Context: an optimization exercise on an open-source flow, tuned for small area. The choices shown serve that exercise and are no tape-out recipe.
Function was checked by simulation only, so behaviour that the tests miss may differ from the original.
Power is estimated from default activity; no workload was simulated.

==> module cic_filter, before the edit <==
module cic_filter (
	clk,
	in_data,
	load,
	c0, c3, c03,
	c1, c2, c12,
	out_data);
	input		clk;
	input		in_data;		 
	input		load;			 
	input	[9:0]	c0, c3, c03;
	input	[11:0]	c1, c2, c12;
	output	[15:0]	out_data;
	reg [41:1]  dl;			 
	reg         s0, s3, s03;	 
	reg         s1, s2, s12;	 
	reg [15:0]  acc;
	wire d0  = s0 | s03;		 
	wire d14 = s1 | s12;		 
	wire d28 = s2 | s12;		 
	wire [9:0]  a = ({10{s0}} & c0) | ({10{s3}} & c3) | ({10{s03}} & c03);
	wire [11:0] b = ({12{s1}} & c1) | ({12{s2}} & c2) | ({12{s12}} & c12);
	wire [15:0] p  = load ? 16'd0 : acc;
	wire [15:0] na = ~{6'd0, a};
	wire [15:0] nb = ~{4'd0, b};
	wire [15:0] s  = p ^ na ^ nb;
	wire [15:0] cy = (p & na) | (p & nb) | (na & nb);
	wire [15:0] q  = {cy[14:0], 1'b1};
	wire [16:0] c;
	wire [15:0] sum;
	assign c[0] = 1'b1;
	genvar i;
	generate
		for (i = 0; i < 16; i = i + 1) begin : rc
			assign sum[i]   = s[i] ^ q[i] ^ c[i];
			assign c[i+1] = (s[i] & q[i]) | (s[i] & c[i]) | (q[i] & c[i]);
		end
	endgenerate
	always @(posedge clk) begin
		dl  <= {dl[40:29], d28, dl[27:15], d14, dl[13:1], d0};
		s0  <= in_data & ~dl[41];
		s3  <= ~in_data & dl[41];
		s03 <= in_data & dl[41];
		s1  <= dl[13] & ~dl[27];
		s2  <= ~dl[13] & dl[27];
		s12 <= dl[13] & dl[27];
		acc <= sum;
	end
	assign out_data = {acc != 16'd0, acc[15:1]};
endmodule
==> module mic_array_cic, before the edit <==
module mic_array_cic(clk, rst_n, pdm_in, filter_out, out_valid);
	input clk;
	input rst_n;			 
	input [15:0] pdm_in;
	output [255:0] filter_out;
	output out_valid;
	reg [3:0] ph;			 
	reg       first;		 
	reg [3:1] vm;			 
	reg       vld;
	always @(posedge clk) begin
		if (!rst_n) begin
			ph    <= 4'd13;
			first <= 1'b1;
			vm    <= 3'd0;
			vld   <= 1'b0;
		end
		else begin
			ph    <= (ph == 4'd13) ? 4'd0 : ph + 4'd1;
			first <= 1'b0;
			if (ph == 4'd13 && !first)
				vm <= {vm[2:1], 1'b1};
			vld   <= (ph == 4'd13);
		end
	end
	assign out_valid = vld;
	wire load = first | (ph == 4'd0);
	wire [9:0]  c0, c3, c03;
	wire [11:0] c1, c2, c12;
	mic_cicfilter_connection coef(.ph(ph), .v({vm, ~first}),
		.c0(c0), .c3(c3), .c03(c03), .c1(c1), .c2(c2), .c12(c12));
	genvar g;
	generate
		for (g = 0; g < 16; g = g + 1) begin : ch
			cic_filter f(.clk(clk), .in_data(pdm_in[g]), .load(load),
				.c0(c0), .c3(c3), .c03(c03), .c1(c1), .c2(c2), .c12(c12),
				.out_data(filter_out[16*g +: 16]));
		end
	endgenerate
endmodule
clock: 10.0 ns
lec_check: 0
cap_margin: 20
core_margin: 2
core_utilization: 40
cts_cluster_diameter: 100
cts_cluster_size: 30
slew_margin: 20
synth_hierarchical: 1
standard.sh (not shown) runs the stock make flow with config.mk's settings and CLKGATE_MAP_FILE= SYNTH_SCRIPT=/design/flow/synth_recipe.tcl, a recipe that flattens the netlist after the stock synthesis.
==> flow/flow/run.sh <==
#!/bin/bash
# The standard layout (the standard.sh), with one change: the buffer that
# placement puts on every input and output port is the smallest plain buffer
# (buf_1) instead of the cell buffer_ports picks by itself.
set -euo pipefail
export BUFFER_PORTS_ARGS="-buffer_cell sky130_fd_sc_hd__buf_1"
bash standard.sh > standard.log 2>&1
Then changed:
--- a/flow/design.v
+++ b/flow/design.v
@@ -1,13 +1,13 @@
 module cic_filter (
 	clk,
 	in_data,
-	load,
+	nload,
 	c0, c3, c03,
 	c1, c2, c12,
 	out_data);
 	input		clk;
 	input		in_data;		 
-	input		load;			 
+	input		nload;			 
 	input	[9:0]	c0, c3, c03;
 	input	[11:0]	c1, c2, c12;
 	output	[15:0]	out_data;
@@ -20,7 +20,7 @@
 	wire d28 = s2 | s12;		 
 	wire [9:0]  a = ({10{s0}} & c0) | ({10{s3}} & c3) | ({10{s03}} & c03);
 	wire [11:0] b = ({12{s1}} & c1) | ({12{s2}} & c2) | ({12{s12}} & c12);
-	wire [15:0] p  = load ? 16'd0 : acc;
+	wire [15:0] p  = acc & {16{nload}};
 	wire [15:0] na = ~{6'd0, a};
 	wire [15:0] nb = ~{4'd0, b};
 	wire [15:0] s  = p ^ na ^ nb;
@@ -107,7 +107,7 @@
 		end
 	end
 	assign out_valid = vld;
-	wire load = first | (ph == 4'd0);
+	wire nload = ~(first | (ph == 4'd0));
 	wire [9:0]  c0, c3, c03;
 	wire [11:0] c1, c2, c12;
 	mic_cicfilter_connection coef(.ph(ph), .v({vm, ~first}),
@@ -115,7 +115,7 @@
 	genvar g;
 	generate
 		for (g = 0; g < 16; g = g + 1) begin : ch
-			cic_filter f(.clk(clk), .in_data(pdm_in[g]), .load(load),
+			cic_filter f(.clk(clk), .in_data(pdm_in[g]), .nload(nload),
 				.c0(c0), .c3(c3), .c03(c03), .c1(c1), .c2(c2), .c12(c12),
 				.out_data(filter_out[16*g +: 16]));
 		end
Outcome: Hold slack is worse by 0.015 ns; wire length went down by 0.60%; sequential power stays flat; design area is about the same; synthesized area came out lower by 0.52%.

separate check: timing with driven ports:
Ports are ideal in the flow. The routed layouts listed here were re-timed in OpenROAD. Step 1 assumes that a clkbuf_16 drives the clock port and a buf_2 every other input. Step 2 also shifts input and output timing later by t, the mid clock arrival at the registers, as if the neighbouring blocks saw the same clock. a / b / c = no drivers / after step 1 / after step 2; a / b = the first two.
run | shift t [ns] | slack for setup (ns) | worst hold slack (ns) | clock arrival spread, ns
the first run | 0.685 | 1.023 / 1.023 / 1.023 | 0.321 / 0.321 / 0.321 | 0.033 / 0.033
the second run | 0.674 | 0.986 / 0.986 / 0.986 | 0.306 / 0.306 / 0.306 | 0.035 / 0.035
After both steps every run listed still meets setup and hold.
